This is an optimization exercise on Yosys and OpenROAD, whose aim is small area and a short achievable clock period, not a production implementation.
Only simulation tests tie the RTL to the original design; equivalence was not proved.
No activity file was given, so power comes from the tool's default toggle rates.

## nickel
==> flow/design.v (excerpt) <==
module gb80_cpu(
   F_data, A_data, instruction, IF_data,
   IE_data, regs_data, mem_we_l, mem_re_l, halt, debug_halt,
   cpu_addr_out, data_out,
   data_in,
   IF_in, IE_in, IF_load, IE_load, cpu_mem_disable, clock, reset,
   bp_addr, bp_step, bp_continue, ext_halt
   );
make LEC_CHECK=0 CAP_MARGIN=20 CORE_MARGIN=2 CORE_UTILIZATION=40 PLACE_DENSITY=0.55 SETUP_SLACK_MARGIN=4.5 SLEW_MARGIN=20 finish   # period 10.0 ns
run.sh (not shown) runs the stock make flow with config.mk's settings and CLKGATE_MAP_FILE= SYNTH_SCRIPT=/design/flow/synth_recipe.tcl, a recipe that flattens the netlist after the stock synthesis.
nickel: PASS, flow complete, no timing, DRC or antenna violations
> inputs changed (nickel -> garnet)
--- a/flow/design.v
+++ b/flow/design.v
@@ -424,26 +424,27 @@
    assign F_data_gate = cw_F_data_gate;
    assign alu_data_gate = cw_alu_data_gate;
    assign regfile_addr_gate = cw_regfile_addr_gate;
    assign interrupt_data_gate = cw_interrupt_data_gate;
    assign alu_data1_in_sel = cw_alu_data1_in_sel;
    assign alu_data0_in_sel = cw_alu_data0_in_sel;
    assign addr_ff00_sel = cw_addr_ff00_sel;
    assign alu_op = cw_alu_op;
    assign alu_size = cw_alu_size;
    assign halt = ext_halt ? halted :
                  ((halted & ~(int_entry & ~bp_pc) & ~halt_bug) |
                   (run & cw_halt_set));
+   wire [3:0]         m_cycles = (stall | idle) ? 4'd1 : cw_m_cycles;
    wire [5:0]         next_cycle_high = {1'b0, cycle} + 6'b1;
-   wire               last = (stall | idle) ? cw_last1 : cw_last;
+   wire               last = next_cycle_high[5:2] == m_cycles;
    wire [4:0]         next_cycle = last ? 5'd0 : next_cycle_high[4:0];
    wire               next_cb = ~last & (cb | (run & cw_set_cb));
    wire               next_branch_taken = ~last &
                                           (branch_taken | (run & cw_set_bt));
    wire               next_interrupt_handle = ~last & interrupt_handle;
    wire               entering = int_entry & ~bp_hit;
    wire [7:0]         next_inst = (run & cw_inst_reg_load) ? next_instruction :
                       instruction;
    always @(posedge clock or posedge reset) begin
       if (reset) begin
          cycle <= 5'd0;
          cb <= 1'b0;
@@ -511,42 +512,36 @@
       .m_cycles(cw_next[6:3]),
       .set_cb(cw_next[2]),
       .set_bt(cw_next[1]),
       .halt_set(cw_next[0]),
       .regfile_inc_pc(),
       .cycle(next_cycle), .instruction(next_inst), .cb(next_cb),
       .branch_taken(next_branch_taken),
       .interrupt_handle(next_interrupt_handle),
       .flags(flags));
    localparam [CW_W-1:0] CW_INT1 = 55'h21804001000028;
    localparam [CW_W-1:0] CW_RESET = 55'h4e890000180008;
    wire [CW_W-1:0]    cw_load = entering ? CW_INT1 : cw_next;
-   reg                cw_last, cw_last1;
-   wire [5:0]         next_cycle_high2 = {1'b0, next_cycle} + 6'b1;
    function [9:0] byte_sel;
       input [4:0] rn;
       begin
          byte_sel = 10'd1 << {rn[2:0], rn[3] & ~rn[4]};
       end
    endfunction
    always @(posedge clock or posedge reset) begin
       if (reset) begin
          cw <= CW_RESET;
-         cw_last <= 1'b0;
-         cw_last1 <= 1'b0;
          regfile_byte_sel <= 10'b01_0000_0000;  
       end else if (~ext_halt) begin
          cw <= cw_load;
-         cw_last <= next_cycle_high2[5:2] == cw_load[6:3];
-         cw_last1 <= next_cycle_high2[5:2] == 4'd1;
          regfile_byte_sel <= byte_sel(cw_load[49:45]);
       end
    end
 endmodule  
 module ucode(
    regfile_rn_in, regfile_rn_out, regfile_we, regfile_change16,
    regfile_inc, regfile_jp_hl, addr_buf_load, addr_buf_write,
    data_buf_load, data_buf_write, addr_buf_load_ext,
    addr_buf_write_ext, data_buf_load_ext, data_buf_write_ext,
    inst_reg_load, A_load, F_load, temp1_load, temp0_load, IF_load_l,
    IME_set, IME_reset, regfile_data_gate, A_data_gate, F_data_gate,
    alu_data_gate, regfile_addr_gate, interrupt_data_gate,
Results
Summary — setup fix buffers added after clock tree synthesis, garnet relative to nickel: higher, by 5.
Of the two values seen for master of the slowest instance on the critical path, nor4_4 was produced by garnet and and3_1 by nickel.
Sort garnet and nickel by number of buffer and inverter instances along the worst setup path, ascending, and garnet comes first.
On garnet: x dimension of the die is about 0.55% higher than what nickel gave.
Initial antenna violation count (garnet over nickel): increase, 1
Delta (garnet minus nickel): number of DRC markers after the initial detailed-route iteration rose by 9.6%; total non-filler cell area in the finished layout stayed essentially flat.
In the metrics for garnet and nickel, the one carrying the lower share of the final layout cell area in multi-input gates is nickel.
Going from nickel to garnet, worst slack on hold paths roughly the same, power density over the cells lower.
Looking at routed wire length across garnet and nickel, the one that comes out lower is nickel.
[garnet] worst reg-to-reg path cell count fell 2 relative to nickel
garnet against nickel; y dimension of the die is up slightly.
garnet and nickel ended up with roughly the same flip-flop and latch count.
Data arrival time of the critical path delta for garnet relative to nickel: 2.36 ns lower

static timing again, ports no longer ideal:
Ports are ideal in the flow. The routed layouts listed here were re-timed in OpenROAD.
Step 1 assumes that a clkbuf_16 drives the clock port and a buf_2 every other input.
Step 2 adds t to the input delays and takes it off the output delays; t is the mean of the earliest and latest rising clock arrival at the registers after step 1. Input paths then give back, and output paths get back, about the clock's delay inside the block.
Three values: ideal ports, drivers, drivers and shift; two values: the first two.
run	t, ns	slack for setup (ns)	worst setup path at the end	latest minus earliest clock arrival (ns)
nickel	0.856	4.398 / 4.398 / 4.398	register to register	0.044 / 0.044
garnet	0.857	4.114 / 4.070 / 3.286	input to register	0.060 / 0.060
After both steps every run listed still meets setup and hold. For garnet, which loses most, drivers alone change the setup slack by -0.044 ns; drivers and shift together by -0.828 ns.
